Source: an optimization exercise on an open RTL-to-GDS flow (aim: small area, a short achievable clock period and few clock cycles). Production flows keep margins and buffers that such runs may drop. At most, simulation tests tie the RTL to the original design; equivalence was not proved. Only the layout flow was run in run 2; the RTL was not checked for function there. No activity file was given, so power comes from the tool's default toggle rates.

==> flow/design.v <==
module PC #(parameter width = 32 )
           (
            input wire [width-1 : 0] PCNext ,
            input wire CLK ,
	          input wire RST ,
	          input wire EN ,
	          output reg [width-1 : 0] PC 
    );
  always @(posedge CLK or negedge RST)
  begin
   if(!RST)
     begin
       PC <= 32'b0 ;
     end
   else if(EN)
	    begin
		     PC <= PCNext ;
		  end
	 end	
endmodule
module PCPlus4 (PC, PCPlus4);
	input  wire  [31:0] PC;
	output wire  [31:0] PCPlus4 ;
	assign PCPlus4 = PC + 4;
endmodule
module PCTargt (PC,ImmExt ,PCTargt);
	input  wire  [31:0] PC;
  input  wire  [31:0] ImmExt;
	output wire  [31:0] PCTargt ;
	assign PCTargt = PC + ImmExt;
endmodule
module REG_F (
            input  wire CLK ,
	        input  wire RST ,
            input  wire EN ,
            input  wire CLR ,
            input  wire [31:0] RD ,
            input  wire [31:0] PCPlus4F ,
            input  wire [31:0] PCF ,
            output reg  [31:0] InstrD ,
            output reg  [31:0] PCPlus4D ,
            output reg  [31:0] PCD 
    );
  always @(posedge CLK or negedge RST)
  begin
   if(!RST)
   begin
   InstrD   <= 32'b0;
   PCPlus4D <= 32'b0;
   PCD      <= 32'b0;
   end
   else if(CLR)
   begin
   InstrD   <= 32'b0;
   PCPlus4D <= 32'b0;
   PCD      <= 32'b0;
   end
   else if(EN)
   begin
   InstrD    <= RD;
   PCPlus4D  <= PCPlus4F;
   PCD       <= PCF;
   end
   end	
endmodule
module REG_E (
            input  wire        CLK         ,
	          input  wire        RST         ,
            input  wire        CLR         ,
            input  wire        RegWriteD   ,
            input  wire [1:0]  ResultSrcD  ,
            input  wire        MemWriteD   ,
            input  wire        JumpD       ,
            input  wire        BranchD     ,
            input  wire [2:0]  ALUControlD ,
            input  wire        ALUSrcD     ,
            input  wire [31:0] RD1D        ,
            input  wire [31:0] RD2D        ,
            input  wire [31:0] PCD         ,
            input  wire [4:0]  RdD         ,
            input  wire [4:0]  Rs1D        ,
            input  wire [4:0]  Rs2D        ,
            input  wire [31:0] ImmExtD     ,
            input  wire [31:0] PCPlus4D    ,
            output reg         RegWriteE   ,
            output reg  [1:0]  ResultSrcE  ,
            output reg         MemWriteE   ,
            output reg         JumpE       ,
            output reg         BranchE     ,
            output reg  [2:0]  ALUControlE ,
            output reg         ALUSrcE     ,
            output reg  [31:0] RD1E        ,
            output reg  [31:0] RD2E        ,
            output reg  [31:0] PCE         ,
            output reg  [4:0]  RdE         ,
            output reg  [4:0]  Rs1E        ,
            output reg  [4:0]  Rs2E        ,
            output reg  [31:0] ImmExtE     ,
            output reg  [31:0] PCPlus4E     
    );
  always @(posedge CLK or negedge RST)
  begin
   if(!RST)
   begin
   RegWriteE    <= 1'b0   ;
   ResultSrcE   <= 2'b0   ;
   MemWriteE    <= 1'b0   ;
   JumpE        <= 1'b0   ;
   BranchE      <= 1'b0   ;
   ALUControlE  <= 3'b0   ;
   ALUSrcE      <= 1'b0   ;
   RD1E         <= 32'b0  ;
   RD2E         <= 32'b0  ;
   PCE          <= 32'b0  ;
   RdE          <= 5'b0   ;
   Rs1E         <= 5'b0   ;
   Rs2E         <= 5'b0   ;
   ImmExtE      <= 32'b0  ;
   PCPlus4E     <= 32'b0  ; 
   end
   else if(CLR)
   begin
   RegWriteE    <= 1'b0   ;
   ResultSrcE   <= 2'b0   ;
   MemWriteE    <= 1'b0   ;
   JumpE        <= 1'b0   ;
   BranchE      <= 1'b0   ;
   ALUControlE  <= 3'b0   ;
   ALUSrcE      <= 1'b0   ;
   RD1E         <= 32'b0  ;
   RD2E         <= 32'b0  ;
   PCE          <= 32'b0  ;
   RdE          <= 5'b0   ;
   Rs1E         <= 5'b0   ;
   Rs2E         <= 5'b0   ;
   ImmExtE      <= 32'b0  ;
   PCPlus4E     <= 32'b0  ; 
   end
   else
   begin
   RegWriteE    <= RegWriteD     ;
   ResultSrcE   <= ResultSrcD    ;
   MemWriteE    <= MemWriteD     ;
   JumpE        <= JumpD         ;
   BranchE      <= BranchD       ;
   ALUControlE  <= ALUControlD   ;
   ALUSrcE      <= ALUSrcD       ;
   RD1E         <= RD1D          ;
   RD2E         <= RD2D          ;
   PCE          <= PCD           ;
   RdE          <= RdD           ;
   Rs1E         <= Rs1D          ;
   Rs2E         <= Rs2D          ;
   ImmExtE      <= ImmExtD       ;
   PCPlus4E     <= PCPlus4D      ; 
   end
   end	
endmodule
module REG_M (
            input  wire        CLK         ,
            input  wire        RST         ,
            input  wire        RegWriteE   ,
            input  wire [1:0]  ResultSrcE  ,
            input  wire        MemWriteE   ,
            input  wire [31:0] ALUResultE  ,
            input  wire [31:0] WriteDataE  ,
            input  wire [4:0]  RdE         ,
            input  wire [31:0] PCPlus4E    ,
            output reg         RegWriteM   ,
            output reg  [1:0]  ResultSrcM  ,
            output reg         MemWriteM   ,
            output reg  [31:0] ALUResultM  ,
            output reg  [31:0] WriteDataM  ,
            output reg  [4:0]  RdM         ,
            output reg  [31:0] PCPlus4M    
    );
  always @(posedge CLK or negedge RST)
  begin
   if(!RST)
   begin
   RegWriteM    <= 1'b0   ;
   ResultSrcM   <= 2'b0   ;
   MemWriteM    <= 1'b0   ;
   ALUResultM   <= 32'b0  ;
   WriteDataM   <= 32'b0  ;
   RdM          <= 5'b0   ;
   PCPlus4M     <= 32'b0  ; 
   end
   else
   begin
   RegWriteM    <= RegWriteE   ;
   ResultSrcM   <= ResultSrcE  ;
   MemWriteM    <= MemWriteE   ;
   ALUResultM   <= ALUResultE  ;
   WriteDataM   <= WriteDataE  ;
   RdM          <= RdE         ;
   PCPlus4M     <= PCPlus4E    ;  
   end
   end	
endmodule
module REG_W (
            input  wire        CLK         ,
	          input  wire        RST         ,
            input  wire        RegWriteM   ,
            input  wire [1:0]  ResultSrcM  ,
            input  wire [31:0] RDM         ,
            input  wire [31:0] ALUResultM  ,
            input  wire [4:0]  RdM         ,
            input  wire [31:0] PCPlus4M    ,
            output reg         RegWriteW   ,
            output reg  [1:0]  ResultSrcW  ,
            output reg  [31:0] ALUResultW  ,
            output reg  [4:0]  RdW         ,
            output reg  [31:0] RDW         ,
            output reg  [31:0] PCPlus4W    
    );
  always @(posedge CLK or negedge RST)
  begin
   if(!RST)
   begin
   RegWriteW    <= 1'b0   ;
   ResultSrcW   <= 2'b0   ;
   ALUResultW   <= 32'b0  ;
   RdW          <= 5'b0   ;
   RDW          <= 32'b0  ;
   PCPlus4W     <= 32'b0  ; 
   end
   else
   begin
   RegWriteW    <= RegWriteM   ;
   ResultSrcW   <= ResultSrcM  ;
   ALUResultW   <= ALUResultM  ;
   RdW          <= RdM         ;
   RDW          <= RDM         ;
   PCPlus4W     <= PCPlus4M    ;  
   end
   end	
endmodule
 module alu
   (
   input     wire  [31:0]  SrcA,
   input     wire  [31:0]  SrcB,
   input     wire  [2:0]   ALUControl,
   output    reg   [31:0]  ALUResult,
   output    wire          Zero
   );
 always @(*)  
   begin
   case(ALUControl)
	 3'b000: begin   
           ALUResult = SrcA+SrcB; 
           end
	 3'b001: begin   
           ALUResult = SrcA-SrcB; 
           end
	 3'b010: begin   
           ALUResult = SrcA&SrcB;
           end
	 3'b011: begin   
           ALUResult = SrcA|SrcB; 
           end
	 3'b101: begin   
           if($signed(SrcA) < $signed(SrcB))
           begin
				   ALUResult = 32'b1;
           end 
				   else
           begin
				   ALUResult = 0;
           end
	         end
    default:begin
            ALUResult = 0;
            end         
    endcase	
  end
  assign Zero = (ALUResult == 0 ) ? 1'b1 :1'b0;  
endmodule
module ALU_Decoder 
 (
  input   wire    [2:0]     funct3,
  input   wire              funct7,
  input   wire    [1:0]     ALUOP,
  input   wire              OP,
  output  reg     [2:0]     ALUControl
 );
  localparam    [2:0]    add           = 3'b000,
                         sub           = 3'b001,
                         less_than     = 3'b101,
                         OR            = 3'b011,
                         AND           = 3'b010;
  always@(*)
  begin
    case(ALUOP)
      2'b00: begin
             ALUControl = add;
             end 
      2'b01: begin
             ALUControl = sub;
             end
      2'b10: begin
             if (funct3 == 3'b000)
             begin
             if( {OP,funct7} == 2'b11 )
             begin
             ALUControl = sub;
             end
             else
             begin
             ALUControl = add;
             end
             end
             else if (funct3 == 3'b010)
             begin
             ALUControl = less_than;
             end
             else if (funct3 == 3'b110)
             begin
             ALUControl = OR;
             end
             else  
             begin
             ALUControl = AND;
             end
             end
    default: begin
             ALUControl = add;
             end 
   endcase
 end     
endmodule
module control_decode  (
 input   wire     [6:0]       OP,
 output  reg                  Branch,
 output  reg                  Jump, 
 output  reg                  ALUSrc,
 output  reg                  RegWrite,
 output  reg                  MemWrite,
 output  reg      [1:0]       ResultSrc, 
 output  reg      [1:0]       ALUOp,
 output  reg      [1:0]       ImmSrc
);
parameter   [6:0]   lw    = 7'b0000011,
                    sw    = 7'b0100011,
					R     = 7'b0110011,
					I     = 7'b0010011,
					jal   = 7'b1101111,
                    beq   = 7'b1100011;
always @ (*)
begin
 case(OP)
  lw      : {RegWrite,ImmSrc,ALUSrc,MemWrite,ResultSrc,Branch,ALUOp,Jump} = 11'b 1_00_1_0_01_0_00_0;          
  sw      : {RegWrite,ImmSrc,ALUSrc,MemWrite,ResultSrc,Branch,ALUOp,Jump} = 11'b 0_01_1_1_00_0_00_0;
  R       : {RegWrite,ImmSrc,ALUSrc,MemWrite,ResultSrc,Branch,ALUOp,Jump} = 11'b 1_00_0_0_00_0_10_0;
  beq     : {RegWrite,ImmSrc,ALUSrc,MemWrite,ResultSrc,Branch,ALUOp,Jump} = 11'b 0_10_0_0_00_1_01_0;
  I       : {RegWrite,ImmSrc,ALUSrc,MemWrite,ResultSrc,Branch,ALUOp,Jump} = 11'b 1_00_1_0_00_0_10_0;
  jal     : {RegWrite,ImmSrc,ALUSrc,MemWrite,ResultSrc,Branch,ALUOp,Jump} = 11'b 1_11_0_0_10_0_00_1;
  default : {RegWrite,ImmSrc,ALUSrc,MemWrite,ResultSrc,Branch,ALUOp,Jump} = 11'b 0_00_0_0_00_0_00_0;
  endcase            
 end 
endmodule
module Control_Unit 
(
 input   wire     [6:0]        OP,
 input   wire                  Zero,
 input   wire     [2:0]        funct3,
 input   wire                  funct7,
 output  wire                  Jump,Branch,
 output  wire                  ALUSrc,
 output  wire                  RegWrite,
 output  wire                  MemWrite,
 output  wire      [1:0]       ResultSrc, 
 output  wire      [2:0]       ALUControl,
 output  wire      [1:0]       ImmSrc
);
wire               [1:0]        ALUOp_c;  
control_decode  U0_control_decode(
  .OP(OP),
  .Branch(Branch),
  .Jump(Jump), 
  .ALUSrc(ALUSrc),
  .RegWrite(RegWrite),
  .MemWrite(MemWrite),
  .ResultSrc(ResultSrc), 
  .ALUOp(ALUOp_c),
  .ImmSrc(ImmSrc)
);
ALU_Decoder U0_ALU_Decoder(
  .funct3(funct3),
  .funct7(funct7),
  .ALUOP(ALUOp_c),
  .OP(OP[5]),
  .ALUControl(ALUControl)
);
endmodule
module Extend #(parameter width = 32)(
    input wire  [31 : 7] INSTR ,
	 input wire [1 : 0] IMMSrc ,
	 output reg [31 : 0] IMMExt
    );
	 always @(*)
	 begin
	   case(IMMSrc)
		  2'b00 : begin 
		         IMMExt = {{20{INSTR[31]}} , INSTR[31 : 20]} ;
		       end
		  2'b01 : begin 
		         IMMExt = {{20{INSTR[31]}} , INSTR[31 : 25] , INSTR[11 : 7]} ;
		       end
		  2'b10 : begin
		         IMMExt = {{20{INSTR[31]}}, INSTR[7], INSTR[30 : 25], INSTR[11 : 8], 1'b0} ;
		       end
		  2'b11 : begin 
		         IMMExt = {{12{INSTR[31]}}, INSTR[19 : 12], INSTR[20], INSTR[30 : 21], 1'b0} ;
		       end
                 default : IMMExt =32'b0;
		endcase
	 end
endmodule
module mux_2x1 #(parameter width = 32)
          (
            input  wire [width-1 : 0] RD2 ,
	          input  wire [width-1 : 0] ImmExt ,
	          input  wire ALUSrc ,
	          output wire [width-1 : 0] SrcB 
    );
  assign SrcB = ALUSrc ? ImmExt : RD2 ;
endmodule
module mux_3x1 #(parameter N =32 )
				(
					input [N-1:0] ALUResult,
					input [N-1:0] ReadData,
					input [N-1:0] PCPlus4,
					input [1:0] ResultSrc,
					output reg [N-1:0] Result
				);
				always @(*)
				 begin
					case (ResultSrc)
					 2'b00   : Result = ALUResult;
					 2'b01   : Result = ReadData;
					 2'b10   : Result = PCPlus4;
					 default : Result = 0;
					endcase
				 end
endmodule
module Register_File( 
    input  wire [4:0]    A1,
    input  wire [4:0]    A2,
    input  wire [4:0]    A3,
    input  wire [31:0]   WD3,
    input  wire          CLK,
    input  wire          RST,
    input  wire          WE3,
    output wire [31:0]   RD1,
    output wire [31:0]   RD2
  );
reg [31:0] MEM [31:0];
integer i ;
always@(posedge CLK or negedge RST)
begin
     if(!RST)
        begin
         for(i=0;i<=31;i=i+1)
          begin
            MEM[i] <= 0 ;
          end
        end
      else if(WE3 && (A3 != 5'd0))
        begin
         MEM[A3] <= WD3 ;     
        end
end 
assign RD1 = (A1 == 5'd0) ? 32'b0 : (WE3 && (A3 == A1)) ? WD3 : MEM[A1];
assign RD2 = (A2 == 5'd0) ? 32'b0 : (WE3 && (A3 == A2)) ? WD3 : MEM[A2];
endmodule
module Hazard_Unit (
    input  wire [4:0]  Rs1D,
    input  wire [4:0]  Rs2D,
    input  wire [4:0]  Rs1E,
    input  wire [4:0]  Rs2E,
    input  wire [4:0]  RdE,
    input  wire [4:0]  RdM,
    input  wire [4:0]  RdW,
    input  wire        ResultSrcE0,
    input  wire        PCSrcE,
    input  wire        RegWriteM,
    input  wire        RegWriteW,
    output reg  [1:0]  ForwardAE,
    output reg  [1:0]  ForwardBE,
    output wire        StallF,
    output wire        StallD,
    output wire        FlushD,
    output wire        FlushE
);
wire lwStall;
always @(*)
begin
  if ((Rs1E != 5'd0) && (Rs1E == RdM) && RegWriteM)
    ForwardAE = 2'b10;
  else if ((Rs1E != 5'd0) && (Rs1E == RdW) && RegWriteW)
    ForwardAE = 2'b01;
  else
    ForwardAE = 2'b00;
end
always @(*)
begin
  if ((Rs2E != 5'd0) && (Rs2E == RdM) && RegWriteM)
    ForwardBE = 2'b10;
  else if ((Rs2E != 5'd0) && (Rs2E == RdW) && RegWriteW)
    ForwardBE = 2'b01;
  else
    ForwardBE = 2'b00;
end
assign lwStall = ResultSrcE0 && (RdE != 5'd0) && ((Rs1D == RdE) || (Rs2D == RdE));
assign StallF  = lwStall;
assign StallD  = lwStall;
assign FlushD  = PCSrcE;
assign FlushE  = lwStall | PCSrcE;
endmodule
module risc_v  
(
 input   wire                        CLK,
 input   wire                        RST,
 output  wire     [31:0]             imem_addr,
 input   wire     [31:0]             imem_rdata,
 output  wire     [31:0]             dmem_addr,
 output  wire     [31:0]             dmem_wdata,
 output  wire                        dmem_we,
 input   wire     [31:0]             dmem_rdata
);
 wire                  Zero;
 wire                  PCSrc;
 wire                  ALUSrc_c,ALUSrcE_c;
 wire                  RegWrite_c,RegWriteE_c,RegWriteM_c,RegWriteW_c;
 wire                  MemWrite_c,MemWriteE_c,MemWriteM_c;
 wire                  JumpE_c,JumpD_c;
 wire                  BranchE_c,BranchD_c;
 wire       [1:0]      ResultSrc_c,ResultSrcE_c,ResultSrcM_c,ResultSrcW_c;
 wire       [2:0]      ALUControl_c,ALUControlE_c;
 wire       [1:0]      ImmSrc_c;
 wire       [31:0]     PC_c,PCD_c,PCE_c;
 wire       [31:0]     PCNext_c;
 wire       [31:0]     RD1D_c,RD2D_c;
 wire       [31:0]     ImmExt_c,ImmExtE_c;
 wire       [31:0]     PCPlus_c,PCPlus4D_C,PCPlus4E_c,PCPlus4M_c,PCPlus4W_c;
 wire       [31:0]     PCTargtE_c;
 wire       [31:0]     ALU_Result_c;  
 wire       [31:0]     ALUResultM_c,ALUResultW_c,ResultW;   
 wire       [31:0]     ReadDataW_c;        
 wire       [31:0]     InstrD_c;
 wire       [31:0]     WriteDataM_c; 
 wire       [31:0]     RD2E_c,RD1E_c;
 wire       [31:0]     SrcA_c,WriteDataE_c,SrcB_c,ForwardM_c;
 wire       [4:0]      RdE_c,RdM_c,RdW_c,Rs1E_c,Rs2E_c;
 wire       [1:0]      ForwardAE_c,ForwardBE_c;
 wire                  StallF_c,StallD_c,FlushD_c,FlushE_c;
Control_Unit U0_Control_Unit (
    .OP(InstrD_c[6:0]),
    .Zero(1'b0),
    .funct3(InstrD_c[14:12]),
    .funct7(InstrD_c[30]),
    .Jump(JumpD_c),
    .Branch(BranchD_c),
    .ALUSrc(ALUSrc_c),
    .RegWrite(RegWrite_c),
    .MemWrite(MemWrite_c),
    .ResultSrc(ResultSrc_c),
    .ALUControl(ALUControl_c),
    .ImmSrc(ImmSrc_c)
);
Hazard_Unit U0_Hazard_Unit (
    .Rs1D(InstrD_c[19:15]),
    .Rs2D(InstrD_c[24:20]),
    .Rs1E(Rs1E_c),
    .Rs2E(Rs2E_c),
    .RdE(RdE_c),
    .RdM(RdM_c),
    .RdW(RdW_c),
    .ResultSrcE0(ResultSrcE_c[0]),
    .PCSrcE(PCSrc),
    .RegWriteM(RegWriteM_c),
    .RegWriteW(RegWriteW_c),
    .ForwardAE(ForwardAE_c),
    .ForwardBE(ForwardBE_c),
    .StallF(StallF_c),
    .StallD(StallD_c),
    .FlushD(FlushD_c),
    .FlushE(FlushE_c)
);
PC U0_PC(
    .PCNext(PCNext_c),
    .CLK(CLK),
    .RST(RST),
    .EN(~StallF_c),
    .PC(PC_c) 
);
PCPlus4 U0_PCPlus4(
    .PC(PC_c),
    .PCPlus4(PCPlus_c)
);
PCTargt U0_PCTargt(
    .PC(PCE_c),
    .ImmExt(ImmExtE_c),
    .PCTargt(PCTargtE_c)
);
mux_2x1 U2_mux_2x1(
    .RD2(ALUResultM_c),
    .ImmExt(PCPlus4M_c),
    .ALUSrc(ResultSrcM_c[1]),
    .SrcB(ForwardM_c) 
);
mux_3x1 U1_mux_3x1(
    .ALUResult(RD1E_c),
    .ReadData(ResultW),
    .PCPlus4(ForwardM_c),
    .ResultSrc(ForwardAE_c),
    .Result(SrcA_c)
);
mux_3x1 U2_mux_3x1(
    .ALUResult(RD2E_c),
    .ReadData(ResultW),
    .PCPlus4(ForwardM_c),
    .ResultSrc(ForwardBE_c),
    .Result(WriteDataE_c)
);
mux_2x1 U0_mux_2x1(
    .RD2(WriteDataE_c),
    .ImmExt(ImmExtE_c),
    .ALUSrc(ALUSrcE_c),
    .SrcB(SrcB_c) 
);
mux_2x1 U1_mux_2x1(
    .RD2(PCPlus_c),
    .ImmExt(PCTargtE_c),
    .ALUSrc(PCSrc),
    .SrcB(PCNext_c) 
);
assign imem_addr = PC_c;
Register_File U0_Register_File( 
    .A1(InstrD_c[19:15]),
    .A2(InstrD_c[24:20]),
    .A3(RdW_c),
    .WD3(ResultW),
    .CLK(CLK),
    .RST(RST),
    .WE3(RegWriteW_c),
    .RD1(RD1D_c),
    .RD2(RD2D_c)   
);
mux_3x1 U0_mux_3x1(
    .ALUResult(ALUResultW_c),
    .ReadData(ReadDataW_c),
    .PCPlus4(PCPlus4W_c),
    .ResultSrc(ResultSrcW_c),
    .Result(ResultW)
);
Extend U0_Extend(
    .INSTR(InstrD_c[31:7]),
    .IMMSrc(ImmSrc_c),
    .IMMExt(ImmExt_c)
);
alu  U0_alu(
    .SrcA(SrcA_c),
    .SrcB(SrcB_c),
    .ALUControl(ALUControlE_c),
    .ALUResult(ALU_Result_c),
    .Zero(Zero)
);
assign dmem_addr  = ALUResultM_c;
assign dmem_wdata = WriteDataM_c;
assign dmem_we    = MemWriteM_c;
REG_F U0_REG_F(
    .CLK(CLK)              ,
    .RST(RST)              ,
    .EN(~StallD_c)         ,
    .CLR(FlushD_c)         ,
    .RD(imem_rdata)        ,
    .PCPlus4F(PCPlus_c)   ,
    .PCF(PC_c)             ,
    .InstrD(InstrD_c)      ,
    .PCPlus4D(PCPlus4D_C)  ,
    .PCD(PCD_c)
);
REG_E U0_REG_E (
    .CLK(CLK)                   ,
	.RST(RST)                   ,
    .CLR(FlushE_c)              ,
    .RegWriteD(RegWrite_c)     ,
    .ResultSrcD(ResultSrc_c)   ,
    .MemWriteD(MemWrite_c)     ,
    .JumpD(JumpD_c)             ,
    .BranchD(BranchD_c)         ,
    .ALUControlD(ALUControl_c) ,
    .ALUSrcD(ALUSrc_c)         ,
    .RD1D(RD1D_c)               ,
    .RD2D (RD2D_c)              ,
    .PCD(PCD_c)                 ,
    .RdD(InstrD_c[11:7])                 ,
    .Rs1D(InstrD_c[19:15])      ,
    .Rs2D(InstrD_c[24:20])      ,
    .ImmExtD(ImmExt_c)         ,
    .PCPlus4D(PCPlus4D_C)       ,
    .RegWriteE(RegWriteE_c)     ,
    .ResultSrcE(ResultSrcE_c)   ,
    .MemWriteE(MemWriteE_c)     ,
    .JumpE(JumpE_c)             ,
    .BranchE(BranchE_c)         ,
    .ALUControlE(ALUControlE_c) ,
    .ALUSrcE(ALUSrcE_c)         ,
    .RD1E(RD1E_c)               ,
    .RD2E(RD2E_c)               ,
    .PCE(PCE_c)                 ,
    .RdE(RdE_c)                 ,
    .Rs1E(Rs1E_c)               ,
    .Rs2E(Rs2E_c)               ,
    .ImmExtE(ImmExtE_c)         ,
    .PCPlus4E(PCPlus4E_c)  
);
REG_M U0_REG_M (
    .CLK(CLK)                  ,
    .RST(RST)                  ,
    .RegWriteE(RegWriteE_c)    ,
    .ResultSrcE(ResultSrcE_c)  ,
    .MemWriteE(MemWriteE_c)    ,
    .ALUResultE(ALU_Result_c)  ,
    .WriteDataE(WriteDataE_c)  ,
    .RdE(RdE_c)                ,
    .PCPlus4E(PCPlus4E_c)      ,
    .RegWriteM(RegWriteM_c)    ,
    .ResultSrcM(ResultSrcM_c)  ,
    .MemWriteM(MemWriteM_c)    ,
    .ALUResultM(ALUResultM_c)  ,
    .WriteDataM(WriteDataM_c)  ,
    .RdM(RdM_c)                ,
    .PCPlus4M(PCPlus4M_c) 
);
REG_W U0_REG_W (
    .CLK(CLK)                  ,
	.RST(RST)                  ,
    .RegWriteM(RegWriteM_c)    ,
    .ResultSrcM(ResultSrcM_c)  ,
    .ALUResultM(ALUResultM_c)  ,
    .RDM(dmem_rdata)           ,
    .RdM(RdM_c)                ,
    .PCPlus4M(PCPlus4M_c)      ,
    .RegWriteW(RegWriteW_c)    ,
    .ResultSrcW(ResultSrcW_c)  ,
    .ALUResultW(ALUResultW_c)  ,
    .RDW(ReadDataW_c)          ,
    .RdW(RdW_c)                ,
    .PCPlus4W(PCPlus4W_c)  
);
assign PCSrc = ( ( Zero & BranchE_c) | (JumpE_c) ) ? 1'b1 : 1'b0 ;
endmodule
==> flow/run.sh <==
#!/bin/bash
# synth_recipe.tcl (not shown) runs the flow's synth.tcl, then flattens the netlist and writes it again
# the make line also repeats each setting of config.mk as NAME=value (left out here)
make -C /OpenROAD-flow-scripts/flow DESIGN_CONFIG=/design/flow/config.mk WORK_HOME=/design/flow/orfs CLKGATE_MAP_FILE= SYNTH_SCRIPT=/design/flow/synth_recipe.tcl finish
==> flow/config.mk <==
export PLATFORM = sky130hd
export DESIGN_NAME = risc_v
export DESIGN_NICKNAME = risc_v
export VERILOG_FILES = /design/flow/design.v
export SDC_FILE = /design/flow/constraint.sdc
export NUM_CORES = 8
export LEC_CHECK = 0
export CAP_MARGIN = 20
export CORE_MARGIN = 2
export CORE_UTILIZATION = 40
export PLACE_DENSITY = 0.6
export SLEW_MARGIN = 20
==> flow/constraint.sdc <==
create_clock -name core_clock -period 10.0 [get_ports {CLK}]
set_input_delay 2.0000 -clock core_clock [delete_from_list [all_inputs] [get_ports {CLK}]]
set_output_delay 2.0000 -clock core_clock [all_outputs]
set_load 0.01 [all_outputs]
==> results of run 1 <==
-- through the flow --
step / cells / hold slack [ps] / utilization / worst slack (ps) / area (µm²)
global placement: 9725 / 331.5 / 0.4278 / 1701 / 77410
CTS: 10020 / 320.3 / 0.4587 / 1736 / 83000
detailed placement: 9727 / 337.1 / 0.4281 / 1805 / 77460
floorplan: 7657 / 331.2 / - / 3545 / 72870
global route: 10030 / 324.8 / 0.4590 / 947.3 / 83060
finish: 10040 / 316.9 / 0.4592 / 1558 / 83090
-- worst max-delay path, delay by kind of cell (launching register included) --
family / cells / cell delay [ps]
DFF: 1 / 850
AOI/OAI and AO/OA: 8 / 2900
muxes: 1 / 120
xor gates and xnor gates: 2 / 420
adders and majority gates: 2 / 640
and+or+nand+nor: 8 / 1230
buffers and inverters: 7 / 2070
-- cells in the mapped netlist (9+ instances only) --
cell and n:
o21a_1 13, nand4_1 142, nor3_1 59, dfrtp_1 1498
buf_2 22, a21o_1 22, o31ai_1 11, a21oi_1 700
o22ai_1 72, buf_1 29, xnor2_1 71, nand2b_1 31
a21boi_0 9, nor2b_1 18, o21bai_1 10, or3_1 12
nor4_1 29, nand3b_1 9, a22o_1 376, a221oi_1 450
a22oi_1 18, a311oi_1 9, o221ai_1 15, a211oi_1 40
nor2_1 796, o211ai_1 16, or2_2 18, clkbuf_1 608
and3_1 24, mux2i_1 152, xor2_1 46, and2_1 94
o21ai_0 663, a222oi_1 64, ha_1 134, mux2_2 81
nand3_1 53, inv_1 116, nand2_1 983, a31oi_1 10
or4_1 14
-- layout make-up --
type	instances	area, µm²	area share
Tap cell	2370	2965	0.03569
Sequential cell	1498	37490	0.4512
Inverter	118	442.9	0.005331
Clock inverter	68	910.9	0.01096
Antenna cell	15	37.54	0.0004517
Clock buffer	226	4626	0.05567
Multi-Input combinational cell	5378	33280	0.4005
Timing Repair Buffer	365	3339	0.04019
-- where the power goes --
group / leakage (nW) / total (W) / switching, W / internal [W]
clock network: 2.72 / 0.00634 / 0.00270 / 0.00364
registers: 20.3 / 0.00692 / 0.000430 / 0.00649
logic: 12.9 / 0.00191 / 0.00123 / 0.000678
total: 35.9 / 0.0152 / 0.00436 / 0.0108
-- cell families (layout without fill, tap and decap cells) --
group                      after synthesis  in the layout  share of synthesized area
AOI/OAI and AO/OA                     2582           2582                     0.2369
and+or+nand+nor                       2309           2309                     0.1366
DFF                                   1498           1498                     0.5144
buffers and inverters                  781            777                    0.04078
muxes                                  233            233                    0.03340
adders and majority gates              137            137                    0.02383
xor gates and xnor gates               117            117                    0.01406
other                                    0             15                          0
-- per-layer routing --
metal,global-route usage,up-vias,part of all wire
li1,-,27580,-
met1,0.4752,32800,0.38
met2,0.4956,5375,0.40
met3,0.1415,1699,0.14
met4,0.2167,16,0.081
met5,0,-,0.00033
-- path summary, 6_finish.rpt --
path	end	startpoint
setup / recovery	U0_REG_E.ResultSrcE[0]	U0_REG_W.RdW[4]
hold reg to reg	U0_REG_M.PCPlus4M[5]	U0_REG_E.PCPlus4E[5]
setup reg to reg	U0_REG_E.ResultSrcE[0]	U0_REG_W.RdW[4]
max in group asynchronous	U0_REG_W.ResultSrcW[1]	RST
min in group asynchronous	U0_Register_File.MEM[21][4]	RST
hold / removal	U0_REG_M.PCPlus4M[5]	U0_REG_E.PCPlus4E[5]
==> flow_summary.toml, run 1 <==
[sta]
fmax_mhz = 118.5
layout_min_cycle_time_ps = 8442
report.final.hold_viol_count = 0
setup_viol_count_final = 0
max_slew.worst_pin.slew_ps = 1332
final.setup_skew_ps = 82.60
relSlewSlack = 0.1096
tns_ps = 0
final-max-slew-violation-count = 0
setup_repair_after_global_routing_missed_its_margin = "false"
finalCritPeriodShare = 0.8442

[hold_path]
holdCritPathClass = "flop to flop"
hold-path-cell-count = 0

[yosys]
syn_avg_cell_area_um2 = 9.517
synthesis.area_mm2 = 0.07287
synthCells = 7657
ys_ff_latch = 1498
synth_area_leaders = "dfrtp_1 51%, a221oi_1 5.4%, nand2_1 5.1%"
synth_seq_area_share = 0.5144
post-synth-top-area-cell = "dfrtp_1"
synthesis.yosys.warnings = 13
yosysTopAreaCellShare = 0.5144
post_synth_edffs = 0
synth.lib_cells_used.distinct = 89
synth_fp_nets = 7860
ys_async_sr_fraction = 1.000
dominantRegCellSynth = "dfrtp_1"

[detailed_routing]
drcViolationCount = 0
number_of_detailed_route_iterations_in_the_first_pass = 28
drt_iter0_markers = 11260
wire_length_per_cell_after_detailed_routing_um = 34.04
detail_route.vias_per_cell = 6.722
routed_wirelength_mm = 341.7
detailroute.via_count = 67470
drtAntennaViolNets = 0

[place]
io_buffer_count = 162
place.detailed.hpwl_mm = 202.2
last_weighted_congestion_value_of_the_routability_driven_placer = 0.9782

[cts]
clk-insertion-delay-late_ps = 840
clk_pin_slew_ps = 80
clock_tree.root_cell = "clkbuf_16"
clock_sinks = 1498
htree_num_levels = 4
cts_tree = "built"
cts_max_path_buffers = 3
post_cts.repair.setup_buffers = 0
cts-resized-gates = 0
holdBufCountCts = 0
cts-buffers-inserted = 160

[global_routing]
grt_start_max_net_pins = 168
grt_pass1_wl_mm = 481.1
first_global_vias = 63810
antenna_found_initial = 24
grt.overflow.total = 0
track_usage = 0.3604

[final_layout]
post_route_cells_drive_above_1_share = 0.09500
most-common-layout-cells = "1,495 x dfrtp_1, 969 x nand2_1, 730 x nor2_1"
finish.net_count = 7724
flow.area_growth_from_synthesis_pct = 14.03
n_fill_cell = 16950
top_register = "U0_Register_File.MEM"
layout_commonest_cell = "dfrtp_1"
number_of_flip_flops_under_the_largest_register_name = 992

[floorplan]
dieWidth_um = 430.8
dieArea_mm2 = 0.1856
floorplan.die.height_um = 430.8
placementRows = 156
fp.coreArea_mm2 = 0.1809
initial_utilization = 0.4027
io_pins = 163

[pwr]
power_density_mw_per_mm2 = 182.6
ir_worst_vdd_uv = 139.4
static_leakage_nw = 35.85
design_power_total_w = 0.01517

[critical_path]
setup.reg_to_reg.worst_slack_ps = 1560
cpPeakStageDelay_ps = 850
cp_slowest_cell = "dfrtp_1"
critical_path_required_ps = 10720
rr_worst_depth = 28
timing_worst_setup_path_type = "flop to flop"
crit_top_cell = "buf_4"
arrival_ps = 9170
crit_path_max_fanout = 61
endpoint_kind_of_the_worst_setup_timing_path = "flop"
worst_setup_path_start_kind = "flop"

[outcome]
outcome = "complete, no violations"

[job]
maxCapViolCount = 0
Testbench counts, summed over its fixed seeds: cycles 124,367.
==> run 2, diff against run 1 <==
==> flow/design.v (replaced) <==
module risc_v
(
 input   wire                        CLK,
 input   wire                        RST,
 output  wire     [31:0]             imem_addr,
 input   wire     [31:0]             imem_rdata,
 output  wire     [31:0]             dmem_addr,
 output  wire     [31:0]             dmem_wdata,
 output  wire                        dmem_we,
 input   wire     [31:0]             dmem_rdata
);
 reg  [31:0] pcF;
 reg  [31:0] instrD, pcD;
 reg         vD;
 reg  [31:0] aE, bE, sdE;           
 reg  [4:0]  rdE;
 reg         weE, stE, ldE, beqE, predTE;
 reg         subE;
 reg  [1:0]  selE;                  
 reg         fAE, fBE, fSE;         
 reg  [31:0] aluM, sdM;
 reg  [4:0]  rdM;
 reg         weM, stM, ldM;
 reg  [31:0] rf [1:31];
 assign imem_addr = pcF;
 wire [31:0] pcF4 = pcF + 32'd4;
 wire [6:0] op  = instrD[6:0];
 wire [4:0] rs1 = instrD[19:15];
 wire [4:0] rs2 = instrD[24:20];
 wire [4:0] rd  = instrD[11:7];
 wire [2:0] f3  = instrD[14:12];
 wire isR = vD & (op == 7'b0110011);
 wire isI = vD & (op == 7'b0010011);
 wire isL = vD & (op == 7'b0000011);
 wire isS = vD & (op == 7'b0100011);
 wire isB = vD & (op == 7'b1100011);
 wire isJ = vD & (op == 7'b1101111);
 wire use1 = isR | isI | isL | isS | isB;
 wire use2 = isR | isS | isB;
 wire wrD  = (isR | isI | isL | isJ) & (rd != 5'd0);
 wire [31:0] immI = {{20{instrD[31]}}, instrD[31:20]};
 wire [31:0] immS = {{20{instrD[31]}}, instrD[31:25], instrD[11:7]};
 wire [31:0] immB = {{20{instrD[31]}}, instrD[7], instrD[30:25], instrD[11:8], 1'b0};
 wire [31:0] immJ = {{12{instrD[31]}}, instrD[19:12], instrD[20], instrD[30:21], 1'b0};
 wire [31:0] targetD = pcD + (isJ ? immJ : immB);
 wire        predT   = isB & instrD[31];           
 wire m1E  = weE & (rdE == rs1);
 wire m2E  = weE & (rdE == rs2);
 wire stall = ldE & ((use1 & m1E) | (use2 & m2E));
 wire [31:0] resM = ldM ? dmem_rdata : aluM;
 wire m1M = weM & (rdM == rs1);
 wire m2M = weM & (rdM == rs2);
 wire [31:0] rv1 = (rs1 == 5'd0) ? 32'd0 : m1M ? resM : rf[rs1];
 wire [31:0] rv2 = (rs2 == 5'd0) ? 32'd0 : m2M ? resM : rf[rs2];
 wire        redirE;
 wire        redirD = (isJ | predT) & ~stall;
 always @(posedge CLK or negedge RST)
 begin
   if (!RST)
   begin
     pcF <= 32'd0;
     vD  <= 1'b0;
   end
   else if (redirE)
   begin
     pcF <= sdE;
     vD  <= 1'b0;
   end
   else if (!stall)
   begin
     pcF <= redirD ? targetD : pcF4;
     vD  <= ~redirD;
   end
 end
 always @(posedge CLK)
 begin
   if (!stall)
   begin
     instrD <= imem_rdata;
     pcD    <= pcF;
   end
 end
 always @(posedge CLK or negedge RST)
 begin
   if (!RST)
   begin
     weE  <= 1'b0;
     stE  <= 1'b0;
     ldE  <= 1'b0;
     beqE <= 1'b0;
   end
   else if (redirE | stall)
   begin
     weE  <= 1'b0;
     stE  <= 1'b0;
     ldE  <= 1'b0;
     beqE <= 1'b0;
   end
   else
   begin
     weE  <= wrD;
     stE  <= isS;
     ldE  <= isL;
     beqE <= isB;
   end
 end
 always @(posedge CLK)
 begin
   predTE <= instrD[31];
   rdE    <= rd;
   aE     <= isJ ? pcF : rv1;
   bE     <= (isR | isB) ? rv2 : isS ? immS : isJ ? 32'd0 : immI;
   sdE    <= isB ? (predT ? pcF : targetD) : rv2;
   subE   <= isR ? (instrD[30] | f3[1]) : isI & f3[1] & ~f3[2];
   selE   <= (isR | isI) ? (f3[2] ? {1'b1, f3[0]} : {1'b0, f3[1]}) : 2'b00;
   fAE    <= use1 & m1E;
   fBE    <= (isR | isB) & m2E;
   fSE    <= isS & m2E;
 end
 wire [31:0] A = fAE ? aluM : aE;
 wire [31:0] B = fBE ? aluM : bE;
 wire [31:0] sum = A + (B ^ {32{subE}}) + {31'd0, subE};
 wire        lt  = (A[31] ^ B[31]) ? A[31] : sum[31];
 reg  [31:0] res;
 always @(*)
 begin
   case (selE)
     2'b00:   res = sum;
     2'b01:   res = {31'd0, lt};
     2'b10:   res = A | B;
     default: res = A & B;
   endcase
 end
 wire eq = (A == B);
 assign redirE = beqE & (eq ^ predTE);
 always @(posedge CLK or negedge RST)
 begin
   if (!RST)
   begin
     weM <= 1'b0;
     stM <= 1'b0;
     ldM <= 1'b0;
   end
   else
   begin
     weM <= weE;
     stM <= stE;
     ldM <= ldE;
   end
 end
 always @(posedge CLK)
 begin
   aluM <= res;
   sdM  <= fSE ? aluM : sdE;
   rdM  <= rdE;
 end
 assign dmem_addr  = aluM;
 assign dmem_wdata = sdM;
 assign dmem_we    = stM;
 always @(posedge CLK)
 begin
   if (weM)
     rf[rdM] <= resM;
 end
endmodule
==> flow_summary.toml, run 2 <==
[outcome]
outcome = "complete, no violations"

[place]
io_buffer_count = 162
postPlaceCellArea_mm2 = 0.06725
post-place-ws_ps = 5285
place.detailed.hpwl_mm = 125.0
last_weighted_congestion_value_of_the_routability_driven_placer = 0.9439

[global_routing]
grt.overflow.total = 0
grt_start_max_net_pins = 119
first_global_vias = 39400
antenna_found_initial = 5
track_usage = 0.2546
grt_pass1_wl_mm = 293.2

[yosys]
yosysTopAreaCellShare = 0.5026
dominantRegCellSynth = "edfxtp_1"
synthesis.yosys.warnings = 1
synth_seq_area_share = 0.5778
post_synth_edffs = 1056
post_synth_mux_area_share = 0.2451
synth_compound_area_frac = 0.06837
synthAdderAreaFrac = 0.02602
synth-simple-area-share = 0.04275
synth_fp_nets = 4217
ys_async_sr_fraction = 0.03118
synth-xor-area-share = 0.01555
ys_top_cells_by_count = "1,056 x edfxtp_1, 553 x mux4_2, 224 x mux2i_1, 216 x nor2_1, 210 x nand2_1"
syn_avg_cell_area_um2 = 15.69
synth_most_common_cell = "edfxtp_1"
synthCells = 4021
ys_ff_latch = 1283
synthesis.area_mm2 = 0.06310
synth.lib_cells_used.distinct = 77
synth_top_family_by_area = "multiplexers"
post-synth-top-area-cell = "edfxtp_1"
synth_area_leaders = "edfxtp_1 50%, mux4_2 20%, dfxtp_1 5.9%"

[floorplan]
placementRows = 145
dieWidth_um = 401.2
fp.coreArea_mm2 = 0.1564
io_pins = 163
initial_utilization = 0.4035
floorplan.die.height_um = 401.2
dieArea_mm2 = 0.1609

[detailed_routing]
wire_length_per_cell_after_detailed_routing_um = 32.76
number_of_detailed_route_iterations_in_the_first_pass = 9
drt_iter0_markers = 5107
drtAntennaViolNets = 0
routed_wirelength_mm = 206.2
detail_route.vias_per_cell = 6.296
detailroute.via_count = 39630
drcViolationCount = 0

[critical_path]
worst_setup_path_start_kind = "flop"
crit_path_max_fanout = 20
arrival_ps = 5620
timing_worst_setup_path_type = "flop to flop"
critical_path_required_ps = 10730
endpoint_kind_of_the_worst_setup_timing_path = "flop"

[pwr]
power_switching_share = 0.2965
static_leakage_nw = 24.17
power.combinational.fraction = 0.189
pwr-share-clk = 0.342
power_density_mw_per_mm2 = 208.8
seq_power_share = 0.469
p_int_w = 0.01054
ir_worst_vdd_uv = 200.4
net-switching-power_w = 0.004440

[cts]
clk_pin_slew_ps = 60
holdBufCountCts = 0
clk-insertion-delay-late_ps = 790
clock_sinks = 1283
cts_max_path_buffers = 3
cts-buffers-inserted = 137
htree_num_levels = 4
post_cts.repair.setup_buffers = 0
clock_tree.root_cell = "clkbuf_16"
cts_tree = "built"
cts-resized-gates = 0

[final_layout]
flow.area_growth_from_synthesis_pct = 13.66
number_of_flip_flops_under_the_largest_register_name = 992
layout_commonest_cell = "edfxtp_1"
finalInstanceArea_mm2 = 0.07172
finish.net_count = 4322
most-common-layout-cells = "1,056 x edfxtp_1, 553 x mux4_2, 224 x mux2i_1"
top_register = "rf"
n_fill_cell = 13480
multiInputGateArea_mm2 = 0.02542
antenna-diode-count = 0
post_route_cells_drive_above_1_share = 0.2358
sequential_cell_area_mm2 = 0.03650

[sta]
relSlewSlack = 0.1999
fmax_mhz = 204.2
finalCritPeriodShare = 0.4897
max_slew.worst_pin.slew_ps = 1167
tns_ps = 0
setup_slack_ps = 5103
setup_repair_after_global_routing_missed_its_margin = "false"
setup_viol_count_final = 0
report.final.hold_viol_count = 0
final-max-slew-violation-count = 0
final.setup_skew_ps = 31.24
layout_min_cycle_time_ps = 4897

[job]
maxCapViolCount = 0

[hold_path]
holdCritPathClass = "flop to flop"
[run 2: cell types whose count changed after synthesis, sizes merged, moves of 74 or more]
cell    previous run  this run
a211oi            41       115
clkbuf           609       184
a21oi            702       160
o21ai            667       151
edfxtp             0      1056
dfxtp              0       187
mux4               0       553
dfrtp           1498        40
nor2             797       216
nand2            983       210
a22o             376        28
a221oi           450         2
nand4            142        15
and2              95        11
[run 2: worst max-delay path, cell delays in order, from the launching register on]
cell and delay [ps]:
edfxtp_1 460, nor2b_1 350, nand3_1 320, or2_2 580
and2_1 340, a21o_1 190, ha_1 360, and3_1 210
nand4_1 110, a21o_1 190, and3_1 220, o41ai_1 400
a21oi_1 140, xor2_1 170, o21ai_0 610, o21a_1 210
[run 2: routing by layer]
metal	global-route usage	vias to the layer above	share of wire
met1	0.3300	20580	0.38
met2	0.4108	2146	0.47
met4	0.1245	8	0.054
met3	0.05035	474	0.088
li1	-	16410	-
met5	0	-	0.00023
[run 2: final cells by class]
type	instances	share of cell area
Clock buffer	183	0.05366
Clock inverter	66	0.008653
Inverter	95	0.004972
Multi-Input combinational cell	2353	0.3544
Sequential cell	1283	0.5089
Tap cell	2058	0.03590
Timing Repair Buffer	256	0.03346
[run 2: kinds of logic after synthesis]
| kind of cell | count (synthesis) |
|---|---|
| AND/OR/NAND/NOR | 604 |
| adder cells (fa/ha/maj) | 130 |
| flip-flops | 1283 |
| AO/OA/AOI/OAI | 662 |
| multiplexers | 845 |
| XOR/XNOR | 112 |
| buffers and inverters | 385 |
[run 2: final timing paths]
kind,slack [ps],endpoint,start,cells after the start
worst max-delay path,5100,sdE[25],instrD[4],15
worst max register to register,5100,sdE[25],instrD[4],15
max in group asynchronous,8290,ldM,RST,1
worst min register to register,360,stM,stE,0
worst min-delay path,360,stM,stE,0
min in group asynchronous,1240,pcF[28],RST,1
[run 2: per-stage QoR]
stage	power, W	hold slack [ps]	cells	utilization
2_1_floorplan	0.008497	331.2	4021	-
3_3_place_gp	0.009891	335.7	6045	0.4299
3_5_place_dp	0.009904	346.4	6045	0.4300
4_1_cts	0.01499	367.6	6294	0.4586
5_1_grt	0.01545	372.0	6294	0.4586
6_report	0.01498	360.3	6294	0.4586
[run 2: power groups by stage]
stage | Clock (W) | Sequential, W | Combinational [W]
6_report | 0.00512 | 0.00703 | 0.00283
5_1_grt | 0.00538 | 0.00703 | 0.00304
4_1_cts | 0.00519 | 0.00701 | 0.00279
3_5_place_dp | 0 | 0.00713 | 0.00278
3_3_place_gp | 0 | 0.00713 | 0.00276
2_1_floorplan | 0 | 0.00684 | 0.00165
==> run 3, diff against run 2 <==
==> flow/design.v (replaced) <==
module risc_v
(
 input   wire                        CLK,
 input   wire                        RST,
 output  wire     [31:0]             imem_addr,
 input   wire     [31:0]             imem_rdata,
 output  wire     [31:0]             dmem_addr,
 output  wire     [31:0]             dmem_wdata,
 output  wire                        dmem_we,
 input   wire     [31:0]             dmem_rdata
);
 reg  [31:0] pcF;
 reg  [31:0] aX, bX, sdX;           
 reg  [4:0]  rdX;
 reg         weX, stX, ldX, beqX, predTX;
 reg         subX;
 reg  [1:0]  selX;                  
 reg         fAX, fBX, fSX;         
 reg  [31:0] aluM, sdM;
 reg  [4:0]  rdM;
 reg         weM, stM, ldM;
 reg  [31:0] rf [1:31];
 wire        redirX;
 assign imem_addr = pcF;
 wire [31:0] pcF4 = pcF + 32'd4;
 wire [31:0] ins = imem_rdata;
 wire [6:0]  op  = ins[6:0];
 wire [4:0]  rs1 = ins[19:15];
 wire [4:0]  rs2 = ins[24:20];
 wire [4:0]  rd  = ins[11:7];
 wire [2:0]  f3  = ins[14:12];
 wire isR = (op == 7'b0110011);
 wire isI = (op == 7'b0010011);
 wire isL = (op == 7'b0000011);
 wire isS = (op == 7'b0100011);
 wire isB = (op == 7'b1100011);
 wire isJ = (op == 7'b1101111);
 wire use1 = isR | isI | isL | isS | isB;
 wire wrF  = (isR | isI | isL | isJ) & (rd != 5'd0);
 wire [31:0] immI = {{20{ins[31]}}, ins[31:20]};
 wire [31:0] immS = {{20{ins[31]}}, ins[31:25], ins[11:7]};
 wire [31:0] immB = {{20{ins[31]}}, ins[7], ins[30:25], ins[11:8], 1'b0};
 wire [31:0] immJ = {{12{ins[31]}}, ins[19:12], ins[20], ins[30:21], 1'b0};
 wire [31:0] targetF = pcF + (isJ ? immJ : immB);
 wire        predT   = isB & ins[31];           
 wire        takeF   = isJ | predT;
 wire [31:0] resM = ldM ? dmem_rdata : aluM;
 reg  [31:0] rf1, rf2;
 integer k;
 always @(*)
 begin
   rf1 = 32'd0;
   rf2 = 32'd0;
   for (k = 1; k < 32; k = k + 1)
   begin
     rf1 = rf1 | (rf[k] & {32{rs1 == k}});
     rf2 = rf2 | (rf[k] & {32{rs2 == k}});
   end
 end
 wire [31:0] rv1 = (weM & (rdM == rs1) & (rs1 != 5'd0)) ? resM : rf1;
 wire [31:0] rv2 = (weM & (rdM == rs2) & (rs2 != 5'd0)) ? resM : rf2;
 wire m1X = weX & (rdX == rs1);
 wire m2X = weX & (rdX == rs2);
 always @(posedge CLK or negedge RST)
 begin
   if (!RST)
   begin
     pcF  <= 32'd0;
     weX  <= 1'b0;
     stX  <= 1'b0;
     ldX  <= 1'b0;
     beqX <= 1'b0;
   end
   else
   begin
     pcF  <= redirX ? sdX : takeF ? targetF : pcF4;
     weX  <= ~redirX & wrF;
     stX  <= ~redirX & isS;
     ldX  <= ~redirX & isL;
     beqX <= ~redirX & isB;
   end
 end
 always @(posedge CLK)
 begin
   predTX <= ins[31];
   rdX    <= rd;
   aX     <= isJ ? pcF4 : rv1;
   bX     <= (isR | isB) ? rv2 : isS ? immS : isJ ? 32'd0 : immI;
   sdX    <= isB ? (predT ? pcF4 : targetF) : rv2;
   subX   <= isR ? (ins[30] | f3[1]) : isI & f3[1] & ~f3[2];
   selX   <= (isR | isI) ? (f3[2] ? {1'b1, f3[0]} : {1'b0, f3[1]}) : 2'b00;
   fAX    <= use1 & m1X;
   fBX    <= (isR | isB) & m2X;
   fSX    <= isS & m2X;
 end
 wire [31:0] A = fAX ? resM : aX;
 wire [31:0] B = fBX ? resM : bX;
 wire [31:0] sum = A + (B ^ {32{subX}}) + {31'd0, subX};
 wire        lt  = (A[31] ^ B[31]) ? A[31] : sum[31];
 reg  [31:0] res;
 always @(*)
 begin
   case (selX)
     2'b00:   res = sum;
     2'b01:   res = {31'd0, lt};
     2'b10:   res = A | B;
     default: res = A & B;
   endcase
 end
 wire eq = (A == B);
 assign redirX = beqX & (eq ^ predTX);
 always @(posedge CLK or negedge RST)
 begin
   if (!RST)
   begin
     weM <= 1'b0;
     stM <= 1'b0;
     ldM <= 1'b0;
   end
   else
   begin
     weM <= weX;
     stM <= stX;
     ldM <= ldX;
   end
 end
 always @(posedge CLK)
 begin
   aluM <= res;
   sdM  <= fSX ? resM : sdX;
   rdM  <= rdX;
 end
 assign dmem_addr  = aluM;
 assign dmem_wdata = sdM;
 assign dmem_we    = stM;
 always @(posedge CLK)
 begin
   if (weM)
     rf[rdM] <= resM;
 end
endmodule
--- a/flow/config.mk
+++ b/flow/config.mk
@@ -9,4 +9,5 @@
 export CORE_MARGIN = 2
 export CORE_UTILIZATION = 40
 export PLACE_DENSITY = 0.6
+export SETUP_SLACK_MARGIN = 5
 export SLEW_MARGIN = 20
==> flow_summary.toml, run 3 <==
[sta]
setup_repair_after_global_routing_missed_its_margin = "true"
fmax_mhz = 195.4
relSlewSlack = 0.1226
final.setup_skew_ps = 24.55
setup_viol_count_final = 0
report.final.hold_viol_count = 0
finalCritPeriodShare = 0.5118
max_slew.worst_pin.slew_ps = 1313
setup_slack_ps = 4882
tns_ps = 0
layout_min_cycle_time_ps = 5118
final-max-slew-violation-count = 0

[yosys]
syn_avg_cell_area_um2 = 12.24
dominantRegCellSynth = "edfxtp_1"
synth_seq_area_share = 0.6179
synthesis.yosys.warnings = 1
synth.lib_cells_used.distinct = 72
synth_area_leaders = "edfxtp_1 54%, a22oi_1 7.3%, dfxtp_1 6.4%"
synth_fp_nets = 4728
ys_ff_latch = 1208
yosysTopAreaCellShare = 0.5365
ys_top_cells_by_count = "992 x edfxtp_1, 541 x a22oi_1, 306 x nor2_1, 296 x nand2_1, 246 x clkbuf_1"
synthesis.area_mm2 = 0.05552
post_synth_edffs = 992
post-synth-top-area-cell = "edfxtp_1"
synth_most_common_cell = "edfxtp_1"
synthCells = 4535
ys_async_sr_fraction = 0.03228

[hold_path]
hold-path-cell-count = 0
worst_hold_startpoint = "stX"
holdCritPathClass = "flop to flop"
hold_end = "stM"

[floorplan]
initial_utilization = 0.4033
io_pins = 163
fp.coreArea_mm2 = 0.1377
dieWidth_um = 376.6
placementRows = 136
dieArea_mm2 = 0.1418
floorplan.die.height_um = 376.6

[cts]
holdBufCountCts = 0
clock_sinks = 1208
htree_num_levels = 4
clock_tree.root_cell = "clkbuf_16"
cts_tree = "built"
clk_pin_slew_ps = 60
clk-insertion-delay-late_ps = 820
cts_max_path_buffers = 3
cts-buffers-inserted = 131

[critical_path]
arrival_ps = 5850
crit_top_cell = "a21oi_1"
critical_path.reg2reg.endpoint = "pcF[30]"
rr_worst_depth = 15
timing_worst_setup_path_type = "input port to flop"
timing.critical_path.max_delay_family = "simple AND/OR/NAND/NOR gates"
worst_setup_path_start_kind = "input port"
setup.reg_to_reg.worst_slack_ps = 5150
crit_chain = "dlygate4sd2_1 > or3b_2 > nor2_4 > buf_6 > a22o_1 > a221oi_1 > nand4_1 > nor4_2 > a21oi_1 > a21oi_1 > o31ai_1"
cp_slowest_cell = "dlygate4sd2_1"
crit_path_max_fanout = 21
endpoint_kind_of_the_worst_setup_timing_path = "flop"
r2r-start = "ldM"
cpPeakStageDelay_ps = 700
critical_path_required_ps = 10730
crit_buf_inv = 2

[pwr]
power.combinational.fraction = 0.230
ir_worst_vdd_uv = 139.0
design_power_total_w = 0.01494
power_switching_share = 0.3198
power_density_mw_per_mm2 = 226.2
pwr-share-clk = 0.334
seq_power_share = 0.435
static_leakage_nw = 22.44
net-switching-power_w = 0.004777
p_int_w = 0.01016

[final_layout]
most-common-layout-cells = "992 x edfxtp_1, 541 x a22oi_1, 289 x nand2_1"
finish.net_count = 4937
number_of_flip_flops_under_the_largest_register_name = 992
top_register = "rf"
flow.area_growth_from_synthesis_pct = 18.94
layout.core_utilization = 0.4797
layout_commonest_cell = "edfxtp_1"
post_route_cells_drive_above_1_share = 0.1411
finalInstanceArea_mm2 = 0.06604

[detailed_routing]
number_of_detailed_route_iterations_in_the_first_pass = 14
routed_wirelength_mm = 279.8
drtAntennaViolNets = 0
drcViolationCount = 0
detail_route.vias_per_cell = 7.376
detailroute.via_count = 49070
drt_iter0_markers = 12700
wire_length_per_cell_after_detailed_routing_um = 42.05

[global_routing]
antenna_found_initial = 20
grt.overflow.total = 0
track_usage = 0.3832
grt_start_max_net_pins = 71
grt_pass1_wl_mm = 372.7
first_global_vias = 45580

[place]
postPlaceCellArea_mm2 = 0.06021
place.detailed.hpwl_mm = 159.9
last_weighted_congestion_value_of_the_routability_driven_placer = 1.001
io_buffer_count = 162
post-place-ws_ps = 2895

[outcome]
outcome = "complete, no violations"

[job]
maxCapViolCount = 0
[run 3: cell types whose count changed in the layout (fill, tap and decap cells not counted), sizes merged, moves of 64 or more]
cell,delta
mux4,-553
a22oi,+525
mux2i,-182
a221oi,+177
a22o,+153
buf,+130
nand4,+111
a211oi,-102
nor2,+90
nand2,+87
nand3,+78
a222oi,+64
edfxtp,-64
[run 3: how the worst max path moves through the flow]
stage,from,endpoint,slack (ps),cells past startpoint
floorplan,imem_rdata[5],pcF[31],4800,19
global placement,dmem_rdata[2],pcF[26],2620,15
detailed placement,dmem_rdata[11],pcF[26],2900,15
CTS,imem_rdata[23],sdX[23],4970,11
global route,dmem_rdata[30],pcF[26],4770,15
finish,imem_rdata[21],sdX[23],4880,11
[run 3: final cells by class]
class                           count  area [µm²]
Fill cell                       12100       71620
Sequential cell                  1208       34320
Multi-Input combinational cell   2894       21130
Timing Repair Buffer              387        3503
Clock buffer                      157        3428
Tap cell                         1794        2245
Clock inverter                     80       923.4
Inverter                          121       462.9
Antenna cell                       11       27.53
Timing Repair inverter              1       5.005
[run 3: worst register-to-register path, stage by stage, from the launching register on]
cell	delay (ps)
dfrtp_2	340
buf_4	730
mux2i_4	790
nand2_1	100
o21ai_0	250
ha_1	360
nor4_4	290
nand4_1	200
o21a_1	230
o21ai_2	140
buf_6	270
clkinvlp_4	200
buf_4	230
or3_1	370
mux2i_1	150
a311oi_1	70
[run 3: per-layer routing]
layer,global-route usage,up-vias,part of all wire
li1,-,18500,-
met1,0.4468,23150,0.32
met2,0.5334,5638,0.40
met3,0.1971,1755,0.18
met4,0.2859,36,0.10
met5,0.01612,-,0.0028
[run 3: power groups by stage]
stage	Combinational, W	Sequential (W)	Clock [W]
final	0.00344	0.00650	0.00500
after global routing	0.00358	0.00651	0.00518
after CTS	0.00320	0.00649	0.00498
after detailed placement	0.00305	0.00658	0
after global placement	0.00302	0.00658	0
after floorplan	0.00156	0.00650	0
[run 3: cells by family after synthesis]
| logic type | synth area share |
|---|---|
| buffers and inverters | 0.03040 |
| AND/OR/NAND/NOR | 0.08840 |
| XOR/XNOR | 0.02066 |
| AO/OA/AOI/OAI | 0.2028 |
| adder cells (fa/ha/maj) | 0.02889 |
| flip-flops | 0.6179 |
| multiplexers | 0.01093 |
[run 3: timing repair]
item                       CTS  global route
gates cloned                 4             0
buffers inserted            48            19
setup endpoints to repair  135           110
pin swaps                   17            17
resized for setup          114            48
[run 3: metrics by stage]
stage	hold slack [ps]	instances
floorplan	331.2	4535
global placement	336.6	6329
detailed placement	338.7	6330
CTS	351.5	6619
global route	352.4	6644
finish	348.8	6653
Testbench counts of run 3, summed over its fixed seeds: cycles 103,424.

## port drivers added, routing unchanged
How much do the figures lean on ideal ports? The routed layouts below were timed once more, with nothing changed but the port constraints. Step 1 sets driving cells, clkbuf_16 on the clock port and buf_2 on the other inputs (assumed; they add their load-dependent delay and slew). Step 2 also shifts input and output timing later by t, the mid clock arrival at the registers, as if the neighbouring blocks saw the same clock. a / b / c = ideal / step 1 / step 2; a / b = the first two.
run	t, ns	setup slack, ns	worst setup path at the end	latest minus earliest clock arrival (ns)
run 1	0.891	1.558 / 1.558 / 1.558	register to register	0.086 / 0.085
run 2	0.863	5.103 / 5.103 / 5.103	register to register	0.036 / 0.036
run 3	0.892	4.882 / 4.915 / 4.023	input to register	0.030 / 0.030
After both steps setup and hold are still met in every run listed. For run 3, which loses most, drivers alone change the setup slack by +0.033 ns; drivers and shift together by -0.859 ns.
